From an optimization exercise on the open Yosys and OpenROAD flow, aimed at small area, a short achievable clock period and few clock cycles; shortcuts taken in it are not production practice. Where RTL was checked, it was by simulation tests only, not by an equivalence proof against the original. For runs 1 to 6, only the layout was checked, not whether the RTL still works.

==> design/flow/config.mk <==
export PLATFORM = sky130hd
export DESIGN_NAME = SQRT
export DESIGN_NICKNAME = SQRT
export VERILOG_FILES = /design/flow/design.v
export SDC_FILE = /design/flow/constraint.sdc
export NUM_CORES = 4
export LEC_CHECK = 0
export CAP_MARGIN = 20
export CORE_MARGIN = 2
export CORE_UTILIZATION = 40
export SLEW_MARGIN = 20
==> design/flow/constraint.sdc <==
create_clock -name core_clock -period 5.0 [get_ports {CLK}]
set_input_delay 1.0000 -clock core_clock [delete_from_list [all_inputs] [get_ports {CLK}]]
set_output_delay 1.0000 -clock core_clock [all_outputs]
set_load 0.01 [all_outputs]
==> design/flow/design.v <==
module SQRT(
	RST,
	CLK,
	IN_VALID,
	IN,
	OUT_VALID,
	OUT
);
input CLK;
input RST;
input [15:0] IN;
input IN_VALID;
output [11:0] OUT;
output OUT_VALID;
reg [3:0] cnt;       
reg ovalid;
reg [13:0] r;        
reg [11:0] q;        
reg [9:0] x;         
assign OUT_VALID = ovalid;
assign OUT = q;
wire busy  = |cnt;
wire start = IN_VALID & ~busy;
wire last  = (cnt == 4'd10);
function [6:0] sqrt_first;
	input [5:0] v;
	reg [2:0] qq;
	reg [3:0] rr;
	reg [5:0] w;
	integer i;
	begin
		qq = 3'd0;
		rr = 4'd0;
		for (i = 2; i >= 0; i = i - 1) begin
			w = {rr, v[2*i+1], v[2*i]};
			if (w >= {1'b0, qq, 2'b01}) begin
				rr = w - {1'b0, qq, 2'b01};
				qq = {qq, 1'b1};
			end else begin
				rr = w[3:0];
				qq = {qq, 1'b0};
			end
		end
		sqrt_first = {qq, rr};
	end
endfunction
wire [6:0] first = sqrt_first(IN[15:10]);
wire        pos = ~r[13];
wire [15:0] a   = {r, x[9:8]};
wire [15:0] op  = {{2{pos}}, q ^ {12{pos}}, 2'b11};
wire [15:0] sum = a + op;
wire        nb  = ~sum[15];
wire [11:0] qinc = q + 12'd1;
always @(posedge CLK or posedge RST) begin
	if (RST) begin
		cnt <= 4'd0;
		ovalid <= 1'b0;
	end else begin
		cnt <= start ? 4'd1 : (last ? 4'd0 : cnt + {3'd0, busy});
		ovalid <= last;
	end
end
always @(posedge CLK) begin
	if (start) begin
		r <= {10'd0, first[3:0]};
		q <= {9'd0, first[6:4]};
		x <= IN[9:0];
	end else begin
		r <= sum[13:0];
		q <= last ? (nb ? qinc : q) : {q[10:0], nb};
		x <= {x[7:0], 2'b00};
	end
end
endmodule
==> design/flow/run.sh <==
#!/bin/bash
# synth_recipe.tcl (not shown) runs the flow's synth.tcl, then flattens the netlist and writes it again
# the make line also repeats each setting of config.mk as NAME=value (left out here)
make -C /OpenROAD-flow-scripts/flow DESIGN_CONFIG=/design/flow/config.mk WORK_HOME=/design/flow/orfs CLKGATE_MAP_FILE= SYNTH_SCRIPT=/design/flow/synth_recipe.tcl finish
==> results of run 1 <==
layout by cell type, fill, tap and decap left out, drive strengths merged, types with 4 or more instances in the layout:
cell / synthesis / final
a21oi: 17 / 17
and3: 8 / 8
clkbuf: 9 / 5
clkdlybuf4s50: 0 / 31
dfrtp: 5 / 5
dfxtp: 33 / 33
ha: 22 / 22
inv: 14 / 17
nand2: 41 / 41
nand3: 4 / 4
nor2: 33 / 33
o21ai: 12 / 12
xnor2: 25 / 25
xor2: 5 / 5
through the flow:
step                      utilization, %  setup WS, ns  area [um^2]  hold WS [ns]
after floorplan                        -          1.94         2530         0.399
after global placement              47.9          1.22         2890         0.402
after detailed placement            47.9          1.16         2890         0.409
after CTS                           49.5          1.47         2980         0.433
after global routing                49.5          1.21         2980         0.444
final                               49.5          1.49         2980         0.429
registers in the layout, summed over array words and instances, names as in the netlist:
signal and count:
x 10, cnt 4, q 12, ovalid 1
r 14
layout make-up:
type                            count  area (um^2)  area share (%)
Multi-Input combinational cell    229         1550            51.8
Timing Repair Buffer               32          318            10.7
Inverter                           14         52.6            1.76
Clock buffer                        5         68.8            2.31
Tap cell                           75         93.8            3.15
Clock inverter                      3         26.3           0.882
Sequential cell                    41          876            29.4
logic make-up (layout without fill, tap and decap cells):
kind of cell    count (synthesis)  after routing
fa+ha+maj                      22             22
mux                             3              3
buf+inv                        27             54
simple gates                  109            109
xor+xnor                       30             30
compound gates                 65             65
flops                          41             41
worst max-delay path: cells and delay by family:
family                     cells  cell delay [ns]
muxes                          1             0.28
buffers and inverters          3             0.66
xor gates and xnor gates       1             0.14
adders and majority gates      2             0.47
AOI/OAI and AO/OA              4             1.13
metal layers:
layer / vias up / routed length [um]
li1: 1100 / -
met1: 1034 / 2640
met2: 37 / 2520
met4: 0 / 99
met3: 10 / 180
met5: - / 0
how the worst min path moves through the flow:
stage	end	slack [ns]	depth (start not counted)
after floorplan	x[2]$_DFF_P_	0.40	2
after global placement	x[5]$_DFF_P_	0.40	2
after detailed placement	x[7]$_DFF_P_	0.41	2
after CTS	x[5]$_DFF_P_	0.43	2
after global routing	x[4]$_DFF_P_	0.44	2
final	x[4]$_DFF_P_	0.43	2
==> results.tsv, run 1 <==
stage	metric	value	unit
die	die_x	83.5	um
yosys	ys_types	57	
yosys	synth.ff_latch_count	41	
sta	hold_viol_final	0	
detailed_routing	routed-via-count	2181	
sta	worst_pin_slew	0.765	ns
critical_path	crit_path_end_kind	register	
yosys	yosys.area_share.simple	20.5	%
die	core	6030	um^2
sta	timing.final.crit_share	70.2	%
yosys	synth_enable_flop_cells	3	
final_layout	nNetsFinal	364	
die	start_util	42.0	%
detailed_routing	drtPass1Iterations	4	
detailed_routing	vias_per_cell	5.47	
placement	dp_cells	391	
sta	fin_tns_setup	0	ns
critical_path	cp-endpoint	r[2]$_DFF_P_	
die	die_area	6980	um^2
grt	grt_util_met2	26.4	%
clock_network	clkLatencyLatePin	0.30	ns
critical_path	rr_worst_depth	9	
yosys	synth_xor_area_share	10.4	%
yosys	synth_compound_area_share	18.1	%
yosys	synth_fa_ha_area_share	10.9	%
detailed_routing	wl_per_cell	13.6	um
yosys	syn_nets	338	
clock_network	cts_root_buf	clkbuf_8	
critical_path	slowest_delay	0.51	ns
yosys	yosys-top-cells-count	nand2_1 (41), dfxtp_1 (33), nor2_1 (33)	
yosys	yosysMostFrequentCell	nand2_1	
yosys	postSynthCellCount	297	
critical_path	r2r_start	r[13]$_SDFF_PP0_	
critical_path	worstSetupPathType	in2reg	
placement	port_buffers	31	
clock_network	htree_levels	2	
critical_path	cp_slowest_cell	a311oi_2	
flow_run	max_cap_violations	0	
detailed_routing	drc	0	
clock_network	cts_buffers	5	
grt	grt_max_degree	29	
yosys	syn_area	2530	um^2
grt	gr-usage-all-layers	16.7	%
sta	period_minus_slack	3.51	ns
clock_network	cts_hold_buf	0	
sta	rsz0062_at_grt	no	
clock_network	clock_sinks	41	
grt	grt_pass1_wl	9680	um
grt	grt_use_met3	3.07	%
critical_path	r2r_end	q[1]$_DFFE_PP_	
status	status	no timing/DRC/antenna violations	
critical_path	path_cells	clkdlybuf4s50_1 > inv_1 > ha_1 > inv_1 > o31a_1 > a21oi_1 > ha_1 > a311oi_2 > mux2i_1 > xnor2_1 > a21oi_1	
grt	antenna_found_initial	0	
critical_path	rrSetupSlack	1.91	ns
critical_path	cp-start-kind	input pin	
sta	max_freq	285	MHz
clock_network	path_clk_slew	0.10	ns
clock_network	cts_tree	yes	
min_path	hp-class	reg2reg	
yosys	yosys_warnings	1	
die	ios	32	
yosys	synth_top_cell_by_area	dfxtp_1	
critical_path	arrival	3.69	ns
detailed_routing	wirelength	5440	um
detailed_routing	drtIter0Drc	81	
die	die_h	83.5	um
critical_path	required	5.18	ns
placement	dp_hpwl	4000	um
die	rows	28	
yosys	yosys.area.top_type_share	26.1	%
sta	setup_viol	0	
clock_network	post_cts_buffers	0	
yosys	synthTopCellsByArea	dfxtp_1 (26%), ha_1 (11%), xnor2_1 (8.7%), nand2_1 (6.1%), dfrtp_1 (4.9%)	
yosys	synthArstFlopShare	12.2	%
critical_path	critPathLaunch	IN[12]	
sta	fin_worst_skew	0.00754	ns
grt	grt_pass1_vias	2092	
final_layout	diodes	0	
final_layout	drive_gt1_share	5.25	%
final_layout	synthToLayoutAreaGrowth	17.8	%
grt	grt_overflow	0	
yosys	synth_top_family_by_area	simple AND/OR/NAND/NOR gates	
clock_network	clockBufferDepth	2	
final_layout	fillers	600	
yosys	synthMuxAreaShare	1.19	%
yosys	yosys_most_used_dff	dfxtp_1	
grt	busiest_layer	met2	
yosys	ys_seq_area_share	34.6	%
min_path	hp-start	x[2]$_DFF_P_	
sta	max_slew_margin	48.4	%
critical_path	cp_max_fo	6	
final_layout	instances_no_fill	399	
placement	finalWeightedCongestion	0.803	
detailed_routing	ant_nets	0	
yosys	syn_avg_cell_area	8.52	um^2
sta	drv_slew	0	
clock_network	cts_resized	0	
grt	grt_util_met1	22.8	%
==> run 2, diff against run 1 <==
--- a/design/flow/config.mk
+++ b/design/flow/config.mk
@@ -9,3 +9,4 @@
 export CORE_MARGIN = 2
 export CORE_UTILIZATION = 40
+export SETUP_SLACK_MARGIN = 2.4
 export SLEW_MARGIN = 20
==> run 2 against run 1 <==
- worst setup slack better by 0.86 ns
- via count is 3.5% higher
- die area stayed put
- hold slack worse by 0.0032 ns
- non-clock buffer count is 27 higher
- flip-flop and latch count stayed put
- final area is 16% higher
- wire length is 9.2% higher
- maximum frequency is 32% higher
- count of clock-buffer cells in the layout stayed put
==> results.tsv, run 2 <==
stage	metric	value	unit
final_layout	utilization	57.5	%
placement	dp_worst_setup_slack	1.21	ns
die	die_area	6980	um^2
sta	drv_slew	0	
yosys	synth_top_cell_by_area	dfxtp_1	
sta	max_freq	377	MHz
yosys	ys_seq_area_share	34.6	%
yosys	yosys.area.top_type_share	26.1	%
die	start_util	42.0	%
clock_network	clkLatencyLatePin	0.29	ns
yosys	synthTopCellsByArea	dfxtp_1 (26%), ha_1 (11%), xnor2_1 (8.7%), nand2_1 (6.1%), dfrtp_1 (4.9%)	
sta	fin_worst_skew	0.00543	ns
sta	worst_pin_slew	0.602	ns
status	status	no timing/DRC/antenna violations	
yosys	synth.ff_latch_count	41	
yosys	synthArstFlopShare	12.2	%
clock_network	htree_levels	2	
yosys	yosys_most_used_dff	dfxtp_1	
sta	rsz0062_at_grt	yes	
detailed_routing	routed-via-count	2257	
grt	gr-usage-all-layers	17.0	%
placement	finalWeightedCongestion	0.793	
final_layout	reg.largest.list	r x14, q x12, x x10	
yosys	yosysMostFrequentCell	nand2_1	
yosys	synth_compound_area_share	18.1	%
final_layout	synthToLayoutAreaGrowth	36.9	%
grt	grt_pass1_vias	2112	
die	die_x	83.5	um
yosys	ys_types	57	
yosys	yosys_warnings	1	
critical_path	cp_max_fo	3	
critical_path	crit_path_end_kind	register	
die	rows	28	
min_path	hp-class	reg2reg	
grt	grt_overflow	0	
yosys	synth_enable_flop_cells	3	
yosys	syn_area	2530	um^2
clock_network	path_clk_slew	0.09	ns
clock_network	clock_sinks	41	
detailed_routing	vias_per_cell	5.30	
final_layout	final_common_cell	nand2_1	
detailed_routing	drtIter0Drc	106	
clock_network	cts_root_buf	clkbuf_8	
clock_network	cts_tree	yes	
detailed_routing	wl_per_cell	14.0	um
final_layout	diodes	0	
final_layout	drive_gt1_share	24.2	%
grt	grt_pass1_wl	9880	um
yosys	yosys-top-cells-count	nand2_1 (41), dfxtp_1 (33), nor2_1 (33)	
yosys	postSynthCellCount	297	
placement	port_buffers	31	
yosys	synth_fa_ha_area_share	10.9	%
die	ios	32	
final_layout	nNetsFinal	391	
detailed_routing	drtPass1Iterations	5	
clock_network	cts_buffers	5	
yosys	synth_xor_area_share	10.4	%
yosys	yosys.area_share.simple	20.5	%
sta	fin_tns_setup	0	ns
flow_run	max_cap_violations	0	
yosys	synthMuxAreaShare	1.19	%
critical_path	cp-start-kind	input pin	
sta	timing.final.crit_share	53.1	%
yosys	syn_nets	338	
sta	hold_viol_final	0	
detailed_routing	wirelength	5940	um
yosys	syn_avg_cell_area	8.52	um^2
final_layout	largest_reg_flops	14	
final_layout	top_register	r	
grt	grt_max_degree	22	
final_layout	layout_common_cells	nand2_1 (41), nor2_1 (31), dfxtp_1 (29), clkdlybuf4s50_1 (26), buf_4 (24)	
sta	setup_viol	0	
clock_network	clockBufferDepth	2	
die	core	6030	um^2
clock_network	cts_hold_buf	0	
critical_path	arrival	2.71	ns
grt	antenna_found_initial	0	
critical_path	required	5.06	ns
critical_path	worstSetupPathType	in2reg	
yosys	synth_top_family_by_area	simple AND/OR/NAND/NOR gates	
sta	final.setup.worst_slack	2.35	ns
die	die_h	83.5	um
sta	period_minus_slack	2.65	ns
sta	max_slew_margin	59.5	%
detailed_routing	drc	0	
final_layout	fillers	546	
placement	dp_hpwl	4040	um
detailed_routing	ant_nets	0	
[run 2: changes by cell type in the layout (fill, tap and decap cells not counted), moves of 5 or more]
cell,before,now
buf_4,1,24
clkdlybuf4s50_1,31,26
ha_1,22,14
ha_4,0,5
xnor2_1,25,19
xnor2_2,0,5
[run 2: path summary, 6_finish.rpt]
check / startpoint / end / slack, ns / cells after the start
min in group asynchronous: RST / ovalid$_DFF_PP0_ / 0.89 / 2
setup reg to reg: r[13]$_SDFF_PP0_ / q[1]$_DFFE_PP_ / 2.45 / 10
hold reg to reg: x[1]$_SDFF_PN0_ / x[3]$_DFF_P_ / 0.43 / 2
hold / removal: x[1]$_SDFF_PN0_ / x[3]$_DFF_P_ / 0.43 / 2
max in group asynchronous: RST / cnt[3]$_DFF_PP0_ / 3.93 / 2
setup / recovery: IN[13] / q[0]$_DFFE_PP_ / 2.35 / 11
[run 2: kinds of logic (layout without fill, tap and decap cells)]
kind of cell,Yosys count,count (layout)
buffers and inverters,27,81
AOI/OAI and AO/OA,65,65
and+or+nand+nor,109,109
xor gates and xnor gates,30,30
muxes,3,3
DFF,41,41
adders and majority gates,22,22
[run 2: layer usage]
metal / up-vias / global-route usage [%] / part of all wire, %
met5: - / 0 / 0
met3: 4 / 2.77 / 2.5
met4: 0 / 4.40 / 0.72
met2: 21 / 26.6 / 48
li1: 1150 / - / -
met1: 1082 / 24.5 / 49
[run 2: layout make-up]
class | instances | area (um^2) | share of cell area, %
clock buffers | 5 | 68.8 | 1.99
clock inverters | 3 | 25.0 | 0.723
inverters | 14 | 72.6 | 2.10
multi-input cells | 229 | 1770 | 51.1
flip-flops and latches | 41 | 886 | 25.6
well taps | 75 | 93.8 | 2.71
repair buffers | 59 | 547 | 15.8
[run 2: worst max-delay path: stages]
cell and delay, ns:
buf_8 0.11, inv_8 0.05, ha_4 0.12, inv_2 0.03, o31a_1 0.31, a21oi_2 0.21
ha_4 0.24, a311oi_4 0.27, buf_6 0.17, a22oi_2 0.07, o31a_1 0.13
[run 2: per-stage QoR]
step / cell area, um^2 / cells / hold slack, ns
global route: 3460 / 426 / 0.454
floorplan: 2630 / 297 / 0.399
global placement: 2970 / 391 / 0.403
CTS: 3260 / 418 / 0.429
detailed placement: 2970 / 391 / 0.407
finish: 3460 / 426 / 0.426
[run 2: repair_timing]
item / 4_1_cts / 5_1_grt
pin swaps: 9 / 14
setup endpoints to repair: 20 / 16
gates resized for setup: 30 / 32
hold endpoints to repair: 0 / 0
setup buffers: 19 / 8
==> run 3, diff against run 2 <==
==> design/flow/flow/run.sh (new file) <==
#!/bin/bash
set -o pipefail
export BUFFER_PORTS_ARGS="-buffer_cell sky130_fd_sc_hd__buf_1"
bash standard.sh > standard.log 2>&1
==> design/flow/standard.sh (new file) <==
#!/bin/bash
# synth_recipe.tcl (not shown) runs the flow's synth.tcl, then flattens the netlist and writes it again
# the make line also repeats each setting of config.mk as NAME=value (left out here)
make -C /OpenROAD-flow-scripts/flow DESIGN_CONFIG=/design/flow/config.mk WORK_HOME=/design/flow/orfs CLKGATE_MAP_FILE= SYNTH_SCRIPT=/design/flow/synth_recipe.tcl "${@:-finish}"
--- a/design/flow/config.mk
+++ b/design/flow/config.mk
@@ -9,4 +9,4 @@
 export CORE_MARGIN = 2
 export CORE_UTILIZATION = 40
-export SETUP_SLACK_MARGIN = 2.4
+export SETUP_SLACK_MARGIN = 2.3
 export SLEW_MARGIN = 20
removed: design/flow/run.sh
==> run 3 against run 2 <==
- via count is 0.75% lower
- wire length is 5.4% lower
- critical endpoint is now r[2]$_DFF_P_
- synthesized cell count stayed put
- first-iteration DRC count is 5.7% lower
==> results.tsv, run 3 <==
stage	metric	value	unit
clock_network	clkLatencyLatePin	0.30	ns
yosys	synth_enable_flop_cells	3	
status	status	no timing/DRC/antenna violations	
yosys	yosys_warnings	1	
detailed_routing	drtPass1Iterations	4	
final_layout	instances_no_fill	422	
final_layout	synthToLayoutAreaGrowth	23.8	%
grt	grt_overflow	0	
clock_network	cts_root_buf	clkbuf_8	
yosys	synthArstFlopShare	12.2	%
yosys	syn_area	2530	um^2
grt	grt_pass1_vias	2124	
yosys	synth.ff_latch_count	41	
sta	max_freq	363	MHz
grt	gr-usage-all-layers	16.8	%
clock_network	cts_buffers	5	
die	core	6030	um^2
detailed_routing	drtIter0Drc	100	
placement	dp_cells	391	
sta	max_slew_margin	62.9	%
yosys	yosys.area.top_type_share	26.1	%
yosys	postSynthCellCount	297	
yosys	yosys_most_used_dff	dfxtp_1	
critical_path	cp-start-kind	input pin	
critical_path	required	5.18	ns
yosys	ys_types	57	
sta	period_minus_slack	2.76	ns
grt	grt_max_degree	29	
placement	dp_hpwl	3920	um
detailed_routing	wirelength	5620	um
die	ios	32	
clock_network	htree_levels	2	
clock_network	cts_tree	yes	
final_layout	reg.largest.list	r x14, q x12, x x10	
yosys	synthTopCellsByArea	dfxtp_1 (26%), ha_1 (11%), xnor2_1 (8.7%), nand2_1 (6.1%), dfrtp_1 (4.9%)	
flow_run	max_cap_violations	0	
final_layout	multi_input_area	1640	um^2
clock_network	clockBufferDepth	2	
sta	hold_viol_final	0	
detailed_routing	ant_nets	0	
clock_network	clock_sinks	41	
grt	grt_pass1_wl	9650	um
sta	rsz0062_at_grt	yes	
critical_path	worstSetupPathType	in2reg	
placement	port_buffers	31	
critical_path	crit_path_end_kind	register	
final_layout	final_common_cell	nand2_1	
yosys	synth_top_cell_by_area	dfxtp_1	
sta	timing.final.crit_share	55.2	%
die	start_util	42.0	%
final_layout	top_register	r	
sta	hold_ws	0.428	ns
min_path	hp-class	reg2reg	
die	die_h	83.5	um
final_layout	largest_reg_flops	14	
detailed_routing	drc	0	
detailed_routing	wl_per_cell	13.3	um
clock_network	path_clk_slew	0.09	ns
critical_path	arrival	2.94	ns
sta	fin_tns_setup	0	ns
placement	finalWeightedCongestion	0.825	
sta	setup_viol	0	
sta	worst_pin_slew	0.552	ns
clock_network	cts_hold_buf	0	
die	die_area	6980	um^2
yosys	syn_avg_cell_area	8.52	um^2
final_layout	diodes	0	
sta	drv_slew	0	
yosys	yosysMostFrequentCell	nand2_1	
die	die_x	83.5	um
final_layout	fillers	578	
yosys	syn_nets	338	
yosys	yosys-top-cells-count	nand2_1 (41), dfxtp_1 (33), nor2_1 (33)	
critical_path	cp_max_fo	4	
final_layout	layout_common_cells	nand2_1 (41), nor2_1 (32), dfxtp_1 (30), buf_1 (29), xnor2_1 (24)	
yosys	ys_seq_area_share	34.6	%
die	rows	28	
detailed_routing	vias_per_cell	5.31	
final_layout	drive_gt1_share	17.3	%
final_layout	seqCellArea	882	um^2
detailed_routing	routed-via-count	2240	
grt	antenna_found_initial	0	
sta	fin_worst_skew	0.00324	ns
final_layout	nNetsFinal	387	
run 3: cell counts after synthesis:
No cell type changed its count.
run 3: worst paths after layout:
path / startpoint / cells past startpoint / endpoint / slack [ns]
worst max register to register: q[0]$_DFFE_PP_ / 9 / q[2]$_DFFE_PP_ / 2.38
worst min-delay path: x[3]$_DFF_P_ / 2 / x[5]$_DFF_P_ / 0.43
worst min register to register: x[3]$_DFF_P_ / 2 / x[5]$_DFF_P_ / 0.43
max in group asynchronous: RST / 2 / ovalid$_DFF_PP0_ / 4.28
min in group asynchronous: RST / 2 / cnt[0]$_DFF_PP0_ / 0.55
worst max-delay path: IN[13] / 12 / r[2]$_DFF_P_ / 2.24
run 3: layer usage:
layer	GRT usage [%]	share of wire (%)
met5	0	0
met4	4.99	1.1
met3	3.46	4.0
met2	28.1	46
met1	21.8	49
run 3: worst max-delay path, stage by stage:
cell and delay [ns]:
buf_8 0.11, inv_8 0.05, ha_4 0.13, inv_2 0.03, o31a_1 0.33, a21oi_2 0.21
ha_4 0.23, a311oi_4 0.26, buf_4 0.18, mux2i_1 0.21, xnor2_1 0.14, a21oi_1 0.07
run 3: what timing repair did:
| item | CTS | global route |
|---|---|---|
| buffers inserted | 12 | 11 |
| cloned | 0 | 0 |
| gates resized for setup | 14 | 9 |
| setup endpoints to repair | 19 | 14 |
| pin swaps | 9 | 8 |
run 3: kinds of logic after synthesis:
logic type      count (synthesis)  share of synthesized area, %
flops                          41                          34.6
xor+xnor                       30                          10.4
mux                             3                          1.19
buf+inv                        27                          4.30
fa+ha+maj                      22                          10.9
simple gates                  109                          20.5
compound gates                 65                          18.1
run 3: layout make-up:
| cell class | count | area share [%] |
|---|---|---|
| timing repair buffer | 55 | 10.5 |
| clock buffer | 5 | 2.20 |
| sequential | 41 | 28.2 |
| tap | 75 | 3.00 |
| multi-input combinational | 229 | 52.4 |
| inverter | 14 | 2.32 |
| clock inverter | 3 | 1.48 |
run 3: through the flow:
step	area, um^2	worst slack (ns)	util, %
final	3130	2.24	52.0
after global routing	3130	2.18	52.0
after global placement	2760	1.62	45.9
after CTS	3020	2.19	50.0
after floorplan	2610	2.17	-
after detailed placement	2760	1.55	45.9
==> run 4, diff against run 3 <==
--- a/design/flow/design.v
+++ b/design/flow/design.v
@@ -23,27 +23,17 @@
 wire start = IN_VALID & ~busy;
 wire last  = (cnt == 4'd10);
-function [6:0] sqrt_first;
-	input [5:0] v;
-	reg [2:0] qq;
-	reg [3:0] rr;
-	reg [5:0] w;
-	integer i;
-	begin
-		qq = 3'd0;
-		rr = 4'd0;
-		for (i = 2; i >= 0; i = i - 1) begin
-			w = {rr, v[2*i+1], v[2*i]};
-			if (w >= {1'b0, qq, 2'b01}) begin
-				rr = w - {1'b0, qq, 2'b01};
-				qq = {qq, 1'b1};
-			end else begin
-				rr = w[3:0];
-				qq = {qq, 1'b0};
-			end
-		end
-		sqrt_first = {qq, rr};
-	end
-endfunction
-wire [6:0] first = sqrt_first(IN[15:10]);
+wire [5:0] v = IN[15:10];
+wire [7:1] ge;                   
+assign ge[1] = v >= 6'd1;
+assign ge[2] = v >= 6'd4;
+assign ge[3] = v >= 6'd9;
+assign ge[4] = v >= 6'd16;
+assign ge[5] = v >= 6'd25;
+assign ge[6] = v >= 6'd36;
+assign ge[7] = v >= 6'd49;
+wire [2:0] q3 = {ge[4], ge[2] & ~ge[4] | ge[6], ge[1] & ~ge[2] | ge[3] & ~ge[4] | ge[5] & ~ge[6] | ge[7]};
+wire [3:0] r3 = ge[7] ? v - 6'd49 : ge[6] ? v - 6'd36 : ge[5] ? v - 6'd25 : ge[4] ? v - 6'd16 :
+                ge[3] ? v - 6'd9 : ge[2] ? v - 6'd4 : ge[1] ? v - 6'd1 : v[3:0];
+wire [6:0] first = {q3, r3};
 wire        pos = ~r[13];
 wire [15:0] a   = {r, x[9:8]};
==> run 4 against run 3 <==
- still clean on timing, DRC and antenna
- critical path depth shrank 3
- register-to-register slack gained 0.09 ns
- worst setup slack gained 0.12 ns
- count of clock-buffer cells in the layout grew 1
- hold slack is essentially flat
- global-route usage grew 1.2 points
- non-clock buffer count shrank 14
- highest routed layer unchanged
==> results.tsv, run 4 <==
stage	metric	value	unit
yosys	synth.ff_latch_count	41	
placement	dp_hpwl	4600	um
final_layout	diodes	0	
clock_network	htree_levels	2	
clock_network	clockBufferDepth	2	
clock_network	cts_buffers	5	
yosys	yosys.area.top_type_share	24.2	%
min_path	hold_end	x[4]$_DFF_P_	
sta	fin_tns_setup	0	ns
grt	grt_overflow	0	
critical_path	worstSetupPathType	in2reg	
yosys	ys_seq_area_share	32.1	%
status	status	no timing/DRC/antenna violations	
final_layout	largest_reg_flops	14	
final_layout	fillers	705	
yosys	postSynthCellCount	329	
detailed_routing	routed-via-count	2367	
detailed_routing	ant_nets	0	
critical_path	cp_max_fo	7	
min_path	hp-class	reg2reg	
sta	fin_worst_skew	0.00912	ns
critical_path	crit_path_end_kind	register	
clock_network	path_clk_slew	0.08	ns
yosys	yosysMostFrequentCell	nand2_1	
placement	dp_worst_setup_slack	1.84	ns
sta	worst_pin_slew	0.619	ns
yosys	yosys_warnings	1	
min_path	hp-start	x[2]$_DFF_P_	
yosys	synthTopCellsByArea	dfxtp_1 (24%), ha_1 (11%), xnor2_1 (8.0%), nand2_1 (6.3%), dfrtp_1 (4.6%)	
yosys	synthArstFlopShare	12.2	%
final_layout	drive_gt1_share	11.7	%
sta	period_minus_slack	2.64	ns
clock_network	cts_hold_buf	0	
clock_network	cts_tree	yes	
die	die_x	86.7	um
die	rows	30	
sta	rsz0062_at_grt	yes	
clock_network	cts_root_buf	clkbuf_8	
sta	setup_viol	0	
detailed_routing	drtIter0Drc	127	
clock_network	clkLatencyLatePin	0.30	ns
critical_path	rrSetupSlack	2.47	ns
min_path	hold_depth	2	
final_layout	final_common_cell	nand2_1	
yosys	synth_enable_flop_cells	3	
clock_network	clock_sinks	41	
grt	grt_pass1_wl	10700	um
final_layout	layout_common_cells	nand2_1 (46), dfxtp_1 (31), nor2_1 (30), buf_1 (27), xnor2_1 (25)	
placement	place_area	2900	um^2
critical_path	r2r_start	r[13]$_SDFF_PP0_	
detailed_routing	vias_per_cell	5.28	
final_layout	nNetsFinal	410	
sta	hold_ws	0.428	ns
grt	antenna_found_initial	0	
yosys	yosys_most_used_dff	dfxtp_1	
final_layout	reg.largest.list	r x14, q x12, x x10	
die	die_area	7510	um^2
critical_path	rr_worst_depth	9	
final_layout	stdcell_area	3080	um^2
die	ios	32	
final_layout	utilization	45.8	%
grt	grt_max_degree	29	
placement	port_buffers	31	
die	die_h	86.7	um
yosys	ys_types	52	
yosys	syn_avg_cell_area	8.31	um^2
detailed_routing	drtPass1Iterations	4	
yosys	yosys-top-cells-count	nand2_1 (46), dfxtp_1 (33), nor2_1 (30)	
critical_path	required	5.23	ns
sta	timing.final.crit_share	52.8	%
yosys	synth_top_cell_by_area	dfxtp_1	
die	start_util	40.7	%
placement	finalWeightedCongestion	0.911	
sta	hold_viol_final	0	
critical_path	cp-start-kind	input pin	
critical_path	r2r_end	q[0]$_DFFE_PP_	
yosys	syn_area	2730	um^2
detailed_routing	wl_per_cell	14.1	um
sta	max_freq	379	MHz
final_layout	synthToLayoutAreaGrowth	12.6	%
critical_path	arrival	2.87	ns
detailed_routing	wirelength	6340	um
detailed_routing	drc	0	
flow_run	max_cap_violations	0	
grt	gr-usage-all-layers	18.0	%
final_layout	top_register	r	
sta	max_slew_margin	58.6	%
die	core	6720	um^2
sta	drv_slew	0	
sta	final.setup.worst_slack	2.36	ns
yosys	syn_nets	372	
grt	grt_pass1_vias	2257	
-- run 4: worst max-delay path, stage by stage --
cell	delay (ns)
clkbuf_4	0.17
clkinvlp_4	0.16
ha_1	0.25
a21bo_2	0.27
and3_1	0.32
mux2_2	0.37
nor2_1	0.11
a31oi_1	0.06
a31oi_1	0.17
-- run 4: metrics by stage --
| stage | std cells |
|---|---|
| after global placement | 432 |
| final | 448 |
| after detailed placement | 432 |
| after global routing | 448 |
| after CTS | 441 |
| after floorplan | 329 |
-- run 4: routing by layer --
metal | up-vias | part of all wire, % | GRT usage [%]
met2 | 46 | 46 | 29.0
met1 | 1085 | 48 | 23.8
li1 | 1228 | - | -
met3 | 8 | 4.9 | 4.86
met4 | 0 | 1.4 | 4.83
met5 | - | 0 | 0
-- run 4: worst max path at each step --
stage                 startpoint             end  slack, ns  depth (start not counted)
2_1_floorplan             IN[11]  q[0]$_DFFE_PP_       2.29                          8
3_3_place_gp              IN[12]  q[0]$_DFFE_PP_       1.90                          8
3_5_place_dp              IN[12]  q[0]$_DFFE_PP_       1.84                          8
4_1_cts        q[3]$_SDFFE_PP0P_  q[0]$_DFFE_PP_       2.31                          9
5_1_grt                   IN[12]    r[2]$_DFF_P_       2.27                          9
6_report                  IN[12]    r[2]$_DFF_P_       2.36                          9
-- run 4: cell type report --
type,count,area (um^2),share of cell area [%]
multi-input cells,257,1730,56.3
flip-flops and latches,41,881,28.6
repair buffers,41,199,6.46
well taps,80,100,3.25
inverters,21,82.6,2.68
clock buffers,6,72.6,2.36
clock inverters,2,10.0,0.325
-- run 4: cells by family (layout without fill, tap and decap cells) --
logic type               count (synthesis)  count (layout)  share of synthesized area [%]
AO/OA/AOI/OAI                           78              78                           20.2
XOR/XNOR                                30              30                           9.62
adder cells (fa/ha/maj)                 24              24                           11.0
buffers and inverters                   31              70                           5.27
flip-flops                              41              41                           32.1
multiplexers                             4               4                           1.56
AND/OR/NAND/NOR                        121             121                           20.3
-- run 4: timing repair --
action	in CTS	in global routing
resized for setup	4	13
buffers inserted	1	7
endpoints found under the setup margin	17	14
pin swaps	0	2
cloned	0	0
==> run 5, diff against run 4 <==
--- a/design/flow/config.mk
+++ b/design/flow/config.mk
@@ -9,4 +9,4 @@
 export CORE_MARGIN = 2
 export CORE_UTILIZATION = 40
-export SETUP_SLACK_MARGIN = 2.3
+export SETUP_SLACK_MARGIN = 2.6
 export SLEW_MARGIN = 20
==> run 5 against run 4 <==
- final cell count grew 2.9%
- maximum frequency rose by 11%
- global-route usage is 0.48 points lower
- sequential share of layout area down 3.1 points
- non-clock buffer count is 13 higher
- clock skew decreased by 0.0051 ns
- count of clock-buffer cells in the layout is the same
==> results.tsv, run 5 <==
stage	metric	value	unit
status	status	no timing/DRC/antenna violations	
flow_run	max_cap_violations	0	
min_path	hp-class	reg2reg	
final_layout	fillers	607	
detailed_routing	vias_per_cell	5.31	
detailed_routing	drtIter0Drc	111	
yosys	yosys.area.top_type_share	24.2	%
yosys	postSynthCellCount	329	
grt	grt_max_degree	29	
die	die_h	86.7	um
grt	gr-usage-all-layers	17.5	%
die	die_x	86.7	um
detailed_routing	wl_met1	2930	um
clock_network	cts_hold_buf	0	
detailed_routing	dr_wl_met3	317	um
yosys	ys_seq_area_share	32.1	%
final_layout	multi_input_area	1950	um^2
die	rows	30	
final_layout	top_register	r	
sta	drv_slew	0	
detailed_routing	wl_met2	3200	um
critical_path	critPathLaunch	IN[11]	
detailed_routing	drc	0	
die	core	6720	um^2
detailed_routing	top_layer_used	met4	
detailed_routing	wl_per_cell	14.1	um
yosys	syn_avg_cell_area	8.31	um^2
critical_path	arrival	2.42	ns
sta	timing.final.crit_share	47.8	%
sta	final.setup.worst_slack	2.61	ns
clock_network	cts_tree	yes	
yosys	yosys_most_used_dff	dfxtp_1	
grt	grt_pass1_vias	2333	
final_layout	final_common_cell	nand2_1	
yosys	yosys_warnings	1	
clock_network	cts_buffers	5	
critical_path	r2r_start	r[13]$_SDFF_PP0_	
yosys	yosys-top-cells-count	nand2_1 (46), dfxtp_1 (33), nor2_1 (30)	
critical_path	required	5.03	ns
sta	worst_pin_slew	0.702	ns
yosys	synth_top_cell_by_area	dfxtp_1	
placement	port_buffers	31	
final_layout	nNetsFinal	423	
yosys	yosysMostFrequentCell	nand2_1	
final_layout	layout_common_cells	nand2_1 (44), nor2_1 (29), dfxtp_1 (29), buf_1 (27), xnor2_1 (22)	
detailed_routing	drtPass1Iterations	4	
min_path	hp-start	x[5]$_DFF_P_	
clock_network	clock_sinks	41	
die	start_util	40.7	%
final_layout	reg.largest.list	r x14, q x12, x x10	
yosys	synthArstFlopShare	12.2	%
placement	dp_hpwl	4440	um
placement	dp_worst_setup_slack	1.93	ns
sta	hold_ws	0.426	ns
sta	max_slew_margin	52.8	%
grt	antenna_found_initial	0	
clock_network	clkLatencyLatePin	0.30	ns
yosys	syn_nets	372	
sta	setup_viol	0	
final_layout	synthToLayoutAreaGrowth	27.1	%
critical_path	cp_max_fo	3	
clock_network	path_clk_slew	0.08	ns
clock_network	htree_levels	2	
final_layout	seqCellArea	886	um^2
sta	fin_tns_setup	0	ns
critical_path	crit_path_end_kind	register	
yosys	synth.ff_latch_count	41	
yosys	synth_enable_flop_cells	3	
yosys	ys_types	52	
final_layout	diodes	0	
sta	period_minus_slack	2.39	ns
yosys	synthTopCellsByArea	dfxtp_1 (24%), ha_1 (11%), xnor2_1 (8.0%), nand2_1 (6.3%), dfrtp_1 (4.6%)	
grt	grt_pass1_wl	10600	um
detailed_routing	routed-via-count	2450	
yosys	syn_area	2730	um^2
die	die_area	7510	um^2
detailed_routing	ant_nets	0	
placement	finalWeightedCongestion	0.909	
sta	rsz0062_at_grt	yes	
die	ios	32	
final_layout	largest_reg_flops	14	
final_layout	drive_gt1_share	22.3	%
sta	hold_viol_final	0	
detailed_routing	wirelength	6510	um
critical_path	cp-start-kind	input pin	
clock_network	cts_root_buf	clkbuf_8	
critical_path	worstSetupPathType	in2reg	
grt	grt_overflow	0	
sta	fin_worst_skew	0.00402	ns
sta	max_freq	419	MHz
clock_network	clockBufferDepth	2	
-- run 5: cell counts after synthesis --
No cell type changed its count.
-- run 5: kinds of logic after synthesis --
family | after synthesis | share of synthesized area, %
compound gates | 78 | 20.2
buf+inv | 31 | 5.27
fa+ha+maj | 24 | 11.0
simple gates | 121 | 20.3
xor+xnor | 30 | 9.62
mux | 4 | 1.56
flops | 41 | 32.1
-- run 5: worst paths after layout --
check,endpoint,slack (ns),cells past startpoint
min in group asynchronous,ovalid$_DFF_PP0_,0.56,2
worst min register to register,x[7]$_DFF_P_,0.43,2
max in group asynchronous,cnt[2]$_DFF_PP0_,4.27,2
worst max-delay path,q[0]$_DFFE_PP_,2.61,9
worst max register to register,q[11]$_SDFFE_PP0P_,2.65,10
worst min-delay path,x[7]$_DFF_P_,0.43,2
-- run 5: metrics by stage --
stage	cells	utilization (%)	area, um^2
after CTS	452	47.9	3220
final	461	51.7	3470
after floorplan	329	-	2790
after global placement	431	43.7	2940
after global routing	461	51.7	3470
after detailed placement	431	43.7	2940
-- run 5: timing repair --
| action | 4_1_cts | 5_1_grt |
|---|---|---|
| setup buffers | 13 | 9 |
| endpoints found under the setup margin | 24 | 20 |
| resized for setup | 24 | 37 |
| hold endpoints to repair | 0 | 0 |
| pin swaps | 9 | 26 |
-- run 5: critical path: stages --
cell and delay [ns]:
buf_8 0.09, inv_8 0.04, ha_4 0.14, nand2b_4 0.15
a211oi_4 0.24, a21bo_2 0.27, a211oi_4 0.27, a22o_1 0.18
a21oi_1 0.04
-- run 5: metal layers --
layer | up-vias | track usage (%)
met1 | 1137 | 22.5
li1 | 1250 | -
met3 | 7 | 4.19
met2 | 56 | 29.8
met5 | - | 0
met4 | 0 | 3.98
-- run 5: cell type report --
cell class | count | area share [%]
Timing Repair Buffer | 54 | 9.76
Clock inverter | 2 | 0.973
Multi-Input combinational cell | 257 | 56.1
Sequential cell | 41 | 25.5
Inverter | 21 | 2.67
Tap cell | 80 | 2.88
Clock buffer | 6 | 2.09
==> run 6, diff against run 5 <==
==> design/flow/design.v (replaced) <==
module SQRT(
	RST,
	CLK,
	IN_VALID,
	IN,
	OUT_VALID,
	OUT
);
input CLK;
input RST;
input [15:0] IN;
input IN_VALID;
output [11:0] OUT;
output OUT_VALID;
reg [3:0] cnt;       
reg ovalid;
reg [13:0] r;        
reg [11:0] q;        
reg [11:0] x;        
reg rb;              
assign OUT_VALID = ovalid;
assign OUT = q;
wire busy  = |cnt;
wire start = IN_VALID & ~busy;
wire lastb = (cnt == 4'd11);    
wire rnd   = (cnt == 4'd12);    
function [4:0] sqrt_first;
	input [3:0] v;
	reg [1:0] qq;
	reg [2:0] rr;
	reg [4:0] w;
	integer i;
	begin
		qq = 2'd0;
		rr = 3'd0;
		for (i = 1; i >= 0; i = i - 1) begin
			w = {rr, v[2*i+1], v[2*i]};
			if (w >= {1'b0, qq, 2'b01}) begin
				rr = w - {1'b0, qq, 2'b01};
				qq = {qq, 1'b1};
			end else begin
				rr = w[2:0];
				qq = {qq, 1'b0};
			end
		end
		sqrt_first = {qq, rr};
	end
endfunction
wire [4:0] first = sqrt_first(IN[15:12]);
wire [1:0] q2 = first[4:3];
wire [2:0] r2 = first[2:0];
wire        pos = ~r[13];
wire [15:0] a   = {r, x[11:10]};
wire [15:0] op  = {{2{pos}}, q ^ {12{pos}}, 2'b11};
wire [15:0] sum = a + op;
wire        nb  = ~sum[15];
always @(posedge CLK or posedge RST) begin
	if (RST) begin
		cnt <= 4'd0;
		ovalid <= 1'b0;
	end else begin
		cnt <= start ? 4'd1 : (rnd ? 4'd0 : cnt + {3'd0, busy});
		ovalid <= rnd;
	end
end
always @(posedge CLK) begin
	if (start) begin
		r <= {11'd0, r2};
		q <= {10'd0, q2};
		x <= IN[11:0];
	end else begin
		r <= sum[13:0];
		q <= rnd ? q + {11'd0, rb} : (lastb ? q : {q[10:0], nb});
		x <= {x[9:0], 2'b00};
	end
	rb <= nb;
end
endmodule
--- a/design/flow/config.mk
+++ b/design/flow/config.mk
@@ -9,4 +9,4 @@
 export CORE_MARGIN = 2
 export CORE_UTILIZATION = 40
-export SETUP_SLACK_MARGIN = 2.6
+export SETUP_SLACK_MARGIN = 2.3
 export SLEW_MARGIN = 20
==> run 6 against run 5 <==
- critical path depth fell by 1
- via count fell by 4.6%
- critical endpoint is now q[4]$_SDFFE_PP0P_
- die area fell by 4.3%
- area after synthesis fell by 4.5%
- synthesized cell count fell by 1.2%
- utilization fell by 6.0 points
==> results.tsv, run 6 <==
stage	metric	value	unit
final_layout	largest_reg_flops	14	
critical_path	crit_path_end_kind	register	
yosys	yosys_warnings	1	
final_layout	stdcell_area	2880	um^2
detailed_routing	wirelength	5750	um
sta	period_minus_slack	2.35	ns
clock_network	path_clk_slew	0.09	ns
grt	grt_util_met1	23.7	%
detailed_routing	ant_nets	0	
placement	dp_cells	419	
yosys	syn_nets	365	
min_path	hp-class	reg2reg	
critical_path	slowest_delay	0.57	ns
final_layout	instances_no_fill	427	
status	status	no timing/DRC/antenna violations	
grt	busiest_layer	met2	
clock_network	clockBufferDepth	2	
sta	rsz0062_at_grt	no	
final_layout	reg.largest.list	r x14, q x12, x x12	
sta	final.setup.worst_slack	2.65	ns
die	rows	29	
detailed_routing	drtPass1Iterations	4	
yosys	postSynthCellCount	325	
placement	place_area	2780	um^2
grt	grt_use_met3	2.85	%
placement	dp_hpwl	4210	um
critical_path	cp_slowest_cell	nand3_1	
clock_network	clkLatencyLatePin	0.30	ns
detailed_routing	routed-via-count	2337	
grt	antenna_found_initial	0	
sta	hold_viol_final	0	
grt	grt_max_degree	32	
grt	grt_pass1_vias	2157	
sta	timing.final.crit_share	47.0	%
sta	drv_slew	0	
clock_network	cts_buffers	5	
clock_network	cts_resized	0	
placement	dp_worst_setup_slack	2.37	ns
clock_network	cts_hold_buf	0	
final_layout	fillers	661	
die	core	6310	um^2
yosys	yosys-top-cells-count	nand2_1 (59), dfxtp_1 (37), o21ai_0 (29)	
grt	gr-usage-all-layers	16.9	%
final_layout	synthToLayoutAreaGrowth	10.6	%
sta	fin_tns_setup	0	ns
sta	setup_viol	0	
critical_path	worstSetupPathType	reg2reg	
detailed_routing	drc	0	
final_layout	drive_gt1_share	4.29	%
die	die_x	84.8	um
grt	grt_pass1_wl	9920	um
grt	grt_overflow	0	
critical_path	path_cells	inv_1 > ha_1 > nand3_1 > clkinv_1 > o21ai_0 > a22o_1 > a22oi_1 > nor2_1	
yosys	syn_avg_cell_area	8.03	um^2
critical_path	required	5.19	ns
clock_network	cts_tree	yes	
critical_path	cp_max_fo	21	
yosys	yosys.area.top_type_share	28.4	%
yosys	synth.ff_latch_count	44	
detailed_routing	vias_per_cell	5.47	
yosys	yosysMostFrequentCell	nand2_1	
flow_run	max_cap_violations	0	
sta	fin_worst_skew	0.00662	ns
detailed_routing	drtIter0Drc	173	
yosys	ys_types	51	
final_layout	diodes	0	
placement	port_buffers	31	
die	start_util	41.3	%
yosys	synthTopCellsByArea	dfxtp_1 (28%), ha_1 (10%), nand2_1 (8.5%), o21ai_0 (5.6%), dfrtp_1 (4.8%)	
final_layout	nNetsFinal	389	
placement	finalWeightedCongestion	0.787	
critical_path	cp-start-kind	register	
clock_network	post_cts_buffers	0	
sta	worst_pin_slew	0.811	ns
yosys	synth_top_cell_by_area	dfxtp_1	
die	die_h	84.8	um
detailed_routing	wl_per_cell	13.5	um
yosys	synth_enable_flop_cells	2	
final_layout	top_register	r	
final_layout	layout_common_cells	nand2_1 (59), dfxtp_1 (36), buf_1 (31), o21ai_0 (29), ha_1 (21)	
sta	max_slew_margin	45.8	%
yosys	ys_seq_area_share	35.5	%
critical_path	arrival	2.54	ns
clock_network	htree_levels	2	
die	die_area	7180	um^2
die	ios	32	
yosys	yosys_most_used_dff	dfxtp_1	
final_layout	final_common_cell	nand2_1	
yosys	synthArstFlopShare	11.4	%
clock_network	clock_sinks	44	
yosys	syn_area	2610	um^2
sta	max_freq	425	MHz
grt	grt_util_met2	27.1	%
clock_network	cts_root_buf	clkbuf_8	
## run 6: critical path: cells and delay by family (launching register included)
kind	cells	cell delay, ns
AND/OR/NAND/NOR	2	0.62
buffers and inverters	2	0.50
AO/OA/AOI/OAI	3	0.48
flip-flops	1	0.41
adder cells (fa/ha/maj)	1	0.24
## run 6: cells by family (layout without fill, tap and decap cells)
group           Yosys count  count (layout)  share of synthesized area (%)
mux                       1               1                          0.432
buf+inv                  30              55                           4.56
simple gates            121             121                           21.6
compound gates           93              93                           22.8
xor+xnor                 15              15                           5.04
flops                    44              44                           35.5
fa+ha+maj                21              21                           10.1
## run 6: metal layers
metal,vias up,wire [um]
met3,2,209
met2,45,2660
met5,-,0
li1,1204,-
met1,1086,2850
met4,0,29
## run 6: final cells by class
class                      instances  area (um^2)  area share [%]
sequential                        44          927            32.1
inverter                          15         56.3            1.95
clock buffer                       6         72.6            2.52
multi-input combinational        251         1570            54.5
clock inverter                     2         35.0            1.21
tap                               77         96.3            3.34
timing repair buffer              32          124            4.30
## run 6: per-stage QoR
stage               util, %  hold WS [ns]
detailed placement     44.0         0.413
CTS                    45.7         0.432
global placement       44.0         0.406
floorplan                 -         0.399
finish                 45.7         0.429
global route           45.7         0.459
## run 6: final timing paths
| kind | endpoint | slack, ns | from | cells past startpoint |
|---|---|---|---|---|
| setup / recovery | q[4]$_SDFFE_PP0P_ | 2.65 | cnt[1]$_DFF_PP0_ | 8 |
| hold / removal | x[11]$_DFF_P_ | 0.43 | x[9]$_DFF_P_ | 2 |
| setup reg to reg | q[4]$_SDFFE_PP0P_ | 2.65 | cnt[1]$_DFF_PP0_ | 8 |
| hold reg to reg | x[11]$_DFF_P_ | 0.43 | x[9]$_DFF_P_ | 2 |
| max in group asynchronous | cnt[2]$_DFF_PP0_ | 4.26 | RST | 2 |
| min in group asynchronous | ovalid$_DFF_PP0_ | 0.57 | RST | 2 |
==> run 7, diff against run 6 <==
--- a/design/flow/design.v
+++ b/design/flow/design.v
@@ -17,12 +17,10 @@
 reg [13:0] r;        
 reg [11:0] q;        
-reg [11:0] x;        
-reg rb;              
+reg [11:0] x;         
 assign OUT_VALID = ovalid;
 assign OUT = q;
 wire busy  = |cnt;
 wire start = IN_VALID & ~busy;
-wire lastb = (cnt == 4'd11);    
-wire rnd   = (cnt == 4'd12);    
+wire last  = (cnt == 4'd11);
 function [4:0] sqrt_first;
 	input [3:0] v;
@@ -48,6 +46,4 @@
 endfunction
 wire [4:0] first = sqrt_first(IN[15:12]);
-wire [1:0] q2 = first[4:3];
-wire [2:0] r2 = first[2:0];
 wire        pos = ~r[13];
 wire [15:0] a   = {r, x[11:10]};
@@ -55,4 +51,5 @@
 wire [15:0] sum = a + op;
 wire        nb  = ~sum[15];
+wire [11:0] qinc = q + 12'd1;
 always @(posedge CLK or posedge RST) begin
 	if (RST) begin
@@ -60,19 +57,18 @@
 		ovalid <= 1'b0;
 	end else begin
-		cnt <= start ? 4'd1 : (rnd ? 4'd0 : cnt + {3'd0, busy});
-		ovalid <= rnd;
+		cnt <= start ? 4'd1 : (last ? 4'd0 : cnt + {3'd0, busy});
+		ovalid <= last;
 	end
 end
 always @(posedge CLK) begin
 	if (start) begin
-		r <= {11'd0, r2};
-		q <= {10'd0, q2};
+		r <= {11'd0, first[2:0]};
+		q <= {10'd0, first[4:3]};
 		x <= IN[11:0];
 	end else begin
 		r <= sum[13:0];
-		q <= rnd ? q + {11'd0, rb} : (lastb ? q : {q[10:0], nb});
+		q <= last ? (nb ? qinc : q) : {q[10:0], nb};
 		x <= {x[9:0], 2'b00};
 	end
-	rb <= nb;
 end
 endmodule
==> design/flow/flow/run.sh (replaced) <==
#!/bin/bash
set -euo pipefail
export BUFFER_PORTS_ARGS="-buffer_cell sky130_fd_sc_hd__buf_1"

bash standard.sh synth > standard_synth.log 2>&1

R=orfs/results/$FLOW_PLATFORM/SQRT/base
LIB=$FLOW_HOME/platforms/$FLOW_PLATFORM/lib/sky130_fd_sc_hd__tt_025C_1v80.lib
YOSYS=$(command -v yosys || echo $FLOW_HOME/../tools/install/yosys/bin/yosys)
cp $R/1_2_yosys.v standard_1_2_yosys.v

# sequential and tie cells stay as they are; everything else is re-mapped
SEQ=$(grep -o 'cell *( *"\?sky130_fd_sc_hd__[a-z0-9_]*' $LIB | grep -o 'sky130_fd_sc_hd__[a-z0-9_]*' \
      | grep -E '__(df|edf|sdf|sedf|dlx|dlr|dlclkp|sdlclkp|conb)' | tr '\n' ' ')
DU=$(grep -o 'sky130_fd_sc_hd__\(lpflow\|probe\)[a-z0-9_]*' $LIB | sort -u | sed 's/^/-dont_use /' | tr '\n' ' ')
cat > remap.ys <<EOT
read_liberty -ignore_miss_func $LIB
blackbox $SEQ
read_verilog standard_1_2_yosys.v
hierarchy -top $FLOW_TOP
flatten
opt_clean
stat
abc -liberty $LIB -script flow/remap.abc $DU
hilomap -singleton -hicell sky130_fd_sc_hd__conb_1 HI -locell sky130_fd_sc_hd__conb_1 LO
insbuf -buf sky130_fd_sc_hd__buf_4 A X
opt_clean -purge
stat -liberty $LIB
write_verilog -noattr -nohex -nodec remapped.v
EOT
$YOSYS -l remap.log remap.ys > /dev/null 2>&1
cp remapped.v $R/1_2_yosys.v

bash standard.sh > standard.log 2>&1
==> design/flow/flow/remap.abc (new file) <==
strash; dch; map -a; topo; stime -c
==> run 7 against run 6 <==
- still clean on timing, DRC and antenna
- flip-flop and latch count shrank 1
- hold slack about the same
- global-route usage fell by 3.8 points
- area after synthesis up 17%
- clock skew up 0.00085 ns
- count of clock-buffer cells in the layout stayed put
- sequential share of layout area is 0.90 points higher
- utilization shrank 8.0 points
- critical path depth grew 13
- final cell count up 8.7%
- first-iteration DRC count shrank 45%
- critical path type unchanged
- largest cell class unchanged
==> results.tsv, run 7 <==
stage	metric	value	unit
placement	dp_worst_setup_slack	1.79	ns
die	die_area	8370	um^2
final_layout	reg.largest.list	r x14, q x12, x x12	
detailed_routing	drtIter0Drc	95	
clock_network	clock_sinks	43	
die	rows	31	
critical_path	worstSetupPathType	reg2reg	
sta	max_slew_margin	75.5	%
final_layout	synthToLayoutAreaGrowth	-9.85	%
clock_network	cts_root_buf	clkbuf_8	
detailed_routing	drc	0	
sta	worst_pin_slew	0.365	ns
critical_path	rr_worst_depth	21	
placement	finalWeightedCongestion	0.879	
critical_path	cp-start-kind	register	
detailed_routing	vias_per_cell	4.63	
critical_path	crit_path_end_kind	register	
final_layout	layout_common_cells	nand2_1 (57), nor2_1 (56), clkinv_1 (40), dfxtp_1 (33), buf_1 (31)	
clock_network	clkLatencyLatePin	0.30	ns
sta	drv_slew	0	
yosys	syn_nets	452	
grt	gr-usage-all-layers	13.2	%
clock_network	clockBufferDepth	2	
final_layout	diodes	0	
yosys	syn_avg_cell_area	7.07	um^2
clock_network	cts_tree	yes	
detailed_routing	ant_nets	0	
die	ios	32	
yosys	postSynthCellCount	433	
detailed_routing	wirelength	5410	um
final_layout	nNetsFinal	383	
sta	max_freq	371	MHz
critical_path	cp_max_fo	8	
sta	timing.final.crit_share	53.9	%
clock_network	cts_hold_buf	0	
final_layout	multi_input_area	1220	um^2
sta	hold_ws	0.429	ns
placement	port_buffers	31	
grt	grt_max_degree	25	
grt	antenna_found_initial	0	
sta	fin_worst_skew	0.00746	ns
critical_path	required	5.22	ns
sta	hold_viol_final	0	
die	core	7330	um^2
yosys	yosys_warnings	1	
detailed_routing	drtPass1Iterations	4	
critical_path	arrival	2.92	ns
sta	setup_viol	0	
flow_run	max_cap_violations	0	
final_layout	fillers	763	
grt	grt_overflow	0	
sta	rsz0062_at_grt	yes	
sta	final.setup.worst_slack	2.31	ns
detailed_routing	routed-via-count	2147	
die	die_x	91.5	um
final_layout	final_common_cell	nand2_1	
clock_network	cts_buffers	5	
final_layout	drive_gt1_share	15.9	%
grt	grt_pass1_wl	8840	um
grt	grt_pass1_vias	1950	
die	start_util	41.8	%
placement	dp_hpwl	3770	um
sta	period_minus_slack	2.69	ns
die	die_h	91.5	um
final_layout	seqCellArea	912	um^2
final_layout	largest_reg_flops	14	
yosys	syn_area	3060	um^2
status	status	no timing/DRC/antenna violations	
detailed_routing	wl_per_cell	11.7	um
sta	fin_tns_setup	0	ns
min_path	hp-class	reg2reg	
clock_network	htree_levels	2	
final_layout	top_register	r	
clock_network	path_clk_slew	0.08	ns
min_path	hold_depth	2	
-- run 7: cell types whose count changed in the layout (fill, tap and decap cells not counted), moves of 8 or more --
cell	previous run	this run
clkinv_1	1	40
ha_1	21	0
inv_1	13	0
nor2_1	20	56
nor3_1	13	5
o21ai_0	29	19
-- run 7: final cells by class --
| type | count | area share [%] |
|---|---|---|
| clock buffer | 6 | 2.99 |
| sequential | 43 | 33.0 |
| multi-input combinational | 225 | 44.3 |
| clock inverter | 2 | 1.27 |
| inverter | 48 | 6.66 |
| timing repair buffer | 41 | 7.21 |
| tap | 99 | 4.49 |
-- run 7: stage by stage --
| stage | std cells | cell area [um^2] | util, % |
|---|---|---|---|
| after floorplan | 433 | 3070 | - |
| after global placement | 447 | 2440 | 33.2 |
| after detailed placement | 447 | 2440 | 33.2 |
| after CTS | 456 | 2590 | 35.4 |
| after global routing | 464 | 2760 | 37.7 |
| final | 464 | 2760 | 37.7 |
-- run 7: per-layer routing --
layer	up-vias	part of all wire [%]	track usage (%)	routed length (um)
met5	-	0	0	0
met4	0	1.7	4.42	91
met3	11	4.4	3.32	238
li1	1114	-	-	-
met1	981	47	16.3	2520
met2	41	47	22.1	2560
-- run 7: worst max-delay path: stages, from the launching register on --
cell and delay, ns:
dfxtp_4 0.44, buf_6 0.16, nand2_1 0.06, nand2_1 0.09, clkinv_1 0.06, nor2_1 0.13
clkinv_1 0.10, a21oi_1 0.14, o21ai_1 0.12, o21ai_4 0.12, nand2_2 0.09, nor2_2 0.11
nand2_1 0.06, nand2_2 0.13, inv_4 0.06, nor2_4 0.11, inv_2 0.06, nor2_4 0.13
nand2_2 0.07, nor2_2 0.14, o211ai_1 0.12, o21ai_1 0.10
-- run 7: worst paths after layout --
check                                  from                end  slack, ns
max reg2reg                r[13]$_SDFF_PP0_  q[9]$_SDFFE_PP0P_       2.31
min reg2reg                    x[6]$_DFF_P_       x[8]$_DFF_P_       0.43
min in group asynchronous               RST   cnt[0]$_DFF_PP0_       0.53
max in group asynchronous               RST   cnt[2]$_DFF_PP0_       4.33
max                        r[13]$_SDFF_PP0_  q[9]$_SDFFE_PP0P_       2.31
min                            x[6]$_DFF_P_       x[8]$_DFF_P_       0.43
-- run 7: what timing repair did --
| action | 4_1_cts | 5_1_grt |
|---|---|---|
| setup endpoints to repair | 12 | 12 |
| setup buffers | 1 | 8 |
| gates resized for setup | 11 | 37 |
| pin swaps | 2 | 19 |
Testbench counts of run 7, summed over its fixed seeds: cycles 48,008.
==> run 8, diff against run 7 <==
--- a/design/flow/flow/run.sh
+++ b/design/flow/flow/run.sh
@@ -20,10 +20,12 @@
 hierarchy -top $FLOW_TOP
 flatten
+rename -hide w:*.*
 opt_clean
 stat
 abc -liberty $LIB -script flow/remap.abc $DU
+splitnets
+opt_clean -purge
 hilomap -singleton -hicell sky130_fd_sc_hd__conb_1 HI -locell sky130_fd_sc_hd__conb_1 LO
 insbuf -buf sky130_fd_sc_hd__buf_4 A X
-opt_clean -purge
 stat -liberty $LIB
 write_verilog -noattr -nohex -nodec remapped.v
==> run 8 against run 7 <==
- flip-flop and latch count is the same
- utilization is 14 points higher
- still clean on timing, DRC and antenna
- sequential share of layout area is 1.0 points higher
==> results.tsv, run 8 <==
stage	metric	value	unit
yosys	syn_area	2190	um^2
detailed_routing	ant_nets	0	
critical_path	cp_max_fo	8	
clock_network	clock_sinks	43	
min_path	hold_end	x[2]$_DFF_P_	
clock_network	htree_levels	2	
critical_path	r2r_end	q[9]$_SDFFE_PP0P_	
clock_network	cts_hold_buf	0	
detailed_routing	vias_per_cell	4.83	
die	start_util	42.1	%
final_layout	nNetsFinal	382	
critical_path	cp-start-kind	register	
clock_network	cts_buffers	5	
sta	hold_viol_final	0	
yosys	syn_nets	336	
final_layout	diodes	0	
final_layout	top_register	r	
grt	grt_pass1_wl	8680	um
placement	finalWeightedCongestion	0.920	
sta	timing.final.crit_share	51.0	%
clock_network	cts_tree	yes	
critical_path	arrival	2.78	ns
die	die_x	78.0	um
final_layout	layout_common_cells	nand2_1 (58), nor2_1 (52), clkinv_1 (44), dfxtp_1 (33), buf_1 (31)	
yosys	yosys_warnings	1	
die	die_area	6080	um^2
grt	grt_overflow	0	
status	status	no timing/DRC/antenna violations	
sta	rsz0062_at_grt	yes	
critical_path	rrSetupSlack	2.45	ns
final_layout	final_common_cell	nand2_1	
detailed_routing	drtIter0Drc	113	
die	rows	26	
sta	drv_slew	0	
final_layout	drive_gt1_share	14.8	%
min_path	hp-class	reg2reg	
clock_network	cts_root_buf	clkbuf_8	
clock_network	clkLatencyLatePin	0.30	ns
min_path	hold_depth	2	
grt	antenna_found_initial	0	
sta	worst_pin_slew	0.730	ns
detailed_routing	drtPass1Iterations	4	
final_layout	stdcell_area	2680	um^2
clock_network	path_clk_slew	0.09	ns
sta	fin_tns_setup	0	ns
detailed_routing	drc	0	
clock_network	clockBufferDepth	2	
flow_run	max_cap_violations	0	
critical_path	rr_worst_depth	19	
grt	grt_max_degree	24	
placement	port_buffers	31	
critical_path	crit_path_end_kind	register	
yosys	syn_avg_cell_area	6.91	um^2
critical_path	worstSetupPathType	reg2reg	
final_layout	reg.largest.list	r x14, q x12, x x12	
die	ios	32	
sta	max_slew_margin	51.2	%
die	core	5200	um^2
yosys	postSynthCellCount	317	
sta	period_minus_slack	2.55	ns
final_layout	synthToLayoutAreaGrowth	22.3	%
grt	grt_pass1_vias	1927	
grt	gr-usage-all-layers	17.8	%
final_layout	largest_reg_flops	14	
sta	setup_viol	0	
min_path	hp-start	x[0]$_SDFF_PN0_	
detailed_routing	routed-via-count	2096	
final_layout	fillers	558	
die	die_h	78.0	um
sta	fin_worst_skew	0.00647	ns
placement	dp_hpwl	3590	um
sta	hold_ws	0.430	ns
detailed_routing	wirelength	5130	um
detailed_routing	wl_per_cell	11.8	um
critical_path	required	5.23	ns
critical_path	r2r_start	r[13]$_SDFF_PP0_	
placement	place_area	2400	um^2
sta	max_freq	392	MHz
run 8: changes by cell type in the layout (fill, tap and decap cells not counted), sizes merged:
cell,previous run,this run
clkinv,42,45
inv,7,5
buf,41,40
clkbuf,6,5
run 8: per-layer routing:
layer | wire (um) | up-vias | global-route usage (%) | part of all wire (%)
li1 | - | 1112 | - | -
met4 | 38 | 0 | 4.39 | 0.74
met3 | 174 | 4 | 3.60 | 3.4
met2 | 2370 | 33 | 28.4 | 46
met5 | 0 | - | 0 | 0
met1 | 2540 | 947 | 24.7 | 50
run 8: what timing repair did:
action	CTS	global route
pin swaps	1	5
endpoints found under the setup margin	12	12
cloned	0	0
hold endpoints to repair	0	0
setup buffers	3	5
gates resized for setup	6	35
run 8: through the flow:
step | std cells | util, % | worst slack, ns
6_report | 434 | 51.5 | 2.45
5_1_grt | 434 | 51.5 | 2.23
4_1_cts | 429 | 49.0 | 2.28
3_5_place_dp | 418 | 46.0 | 1.94
3_3_place_gp | 418 | 46.0 | 1.97
2_1_floorplan | 317 | - | 2.30
run 8: cell type report:
| cell class | count | area, um^2 | share of cell area (%) |
|---|---|---|---|
| inverters | 48 | 180 | 6.73 |
| multi-input cells | 225 | 1190 | 44.5 |
| clock inverters | 3 | 47.5 | 1.77 |
| clock buffers | 5 | 68.8 | 2.57 |
| repair buffers | 40 | 191 | 7.15 |
| well taps | 70 | 87.6 | 3.27 |
| flip-flops and latches | 43 | 912 | 34.0 |
run 8: worst max-delay path by stage:
| stage | from | to | slack, ns | depth (start not counted) |
|---|---|---|---|---|
| 2_1_floorplan | q[0]$_DFFE_PP_ | q[0]$_DFFE_PP_ | 2.30 | 18 |
| 3_3_place_gp | r[13]$_SDFF_PP0_ | q[9]$_SDFFE_PP0P_ | 1.97 | 21 |
| 3_5_place_dp | r[13]$_SDFF_PP0_ | q[9]$_SDFFE_PP0P_ | 1.94 | 21 |
| 4_1_cts | r[13]$_SDFF_PP0_ | q[9]$_SDFFE_PP0P_ | 2.28 | 21 |
| 5_1_grt | r[13]$_SDFF_PP0_ | q[8]$_SDFFE_PP0P_ | 2.23 | 20 |
| 6_report | r[13]$_SDFF_PP0_ | q[9]$_SDFFE_PP0P_ | 2.45 | 19 |
run 8: critical path: stages, from the launching register on:
cell	delay, ns
dfxtp_4	0.41
buf_8	0.16
buf_4	0.13
xnor2_1	0.12
and2_2	0.20
nor2_1	0.13
clkinv_1	0.11
nor2_2	0.11
nand2_1	0.09
nor2_1	0.10
nand2_1	0.07
nand2_2	0.13
inv_2	0.07
nor2_4	0.09
inv_2	0.06
nor2_4	0.12
nand2_2	0.07
nor2_2	0.12
o211ai_1	0.08
o21ai_1	0.09

static timing again, ports no longer ideal:
In the flow no input, the clock included, has a driving cell. The finished layouts below were timed again as built, in two steps.
Step 1 (the two cells are an assumption about what drives the block):
set clk [get_ports {CLK}]
set_driving_cell -lib_cell sky130_fd_sc_hd__clkbuf_16 $clk
set_driving_cell -lib_cell sky130_fd_sc_hd__buf_2 [delete_from_list [all_inputs] $clk]
Step 2 times the ports against the registers' clock, not the clock port: input delays grow and output delays shrink by t, the midpoint of the rising clock arrivals with the driver on.
a / b / c = ideal ports / drivers / drivers and shift; a / b = the first two.
| run | t, ns | setup WS [ns] | worst setup path at the end |
|---|---|---|---|
| run 1 | 0.329 | 1.488 / 1.494 / 1.165 | input to register |
| run 2 | 0.320 | 2.346 / 2.329 / 2.009 | input to register |
| run 3 | 0.326 | 2.242 / 2.223 / 1.897 | input to register |
| run 4 | 0.330 | 2.361 / 2.369 / 2.039 | input to register |
| run 5 | 0.320 | 2.612 / 2.589 / 2.269 | input to register |
| run 6 | 0.324 | 2.649 / 2.649 / 2.340 | input to register |
| run 7 | 0.323 | 2.305 / 2.305 / 2.305 | register to register |
| run 8 | 0.320 | 2.452 / 2.452 / 2.204 | input to register |
After both steps every run listed still meets setup and hold. For run 3, which loses most, drivers alone change the setup slack by -0.019 ns; drivers and shift together by -0.345 ns.
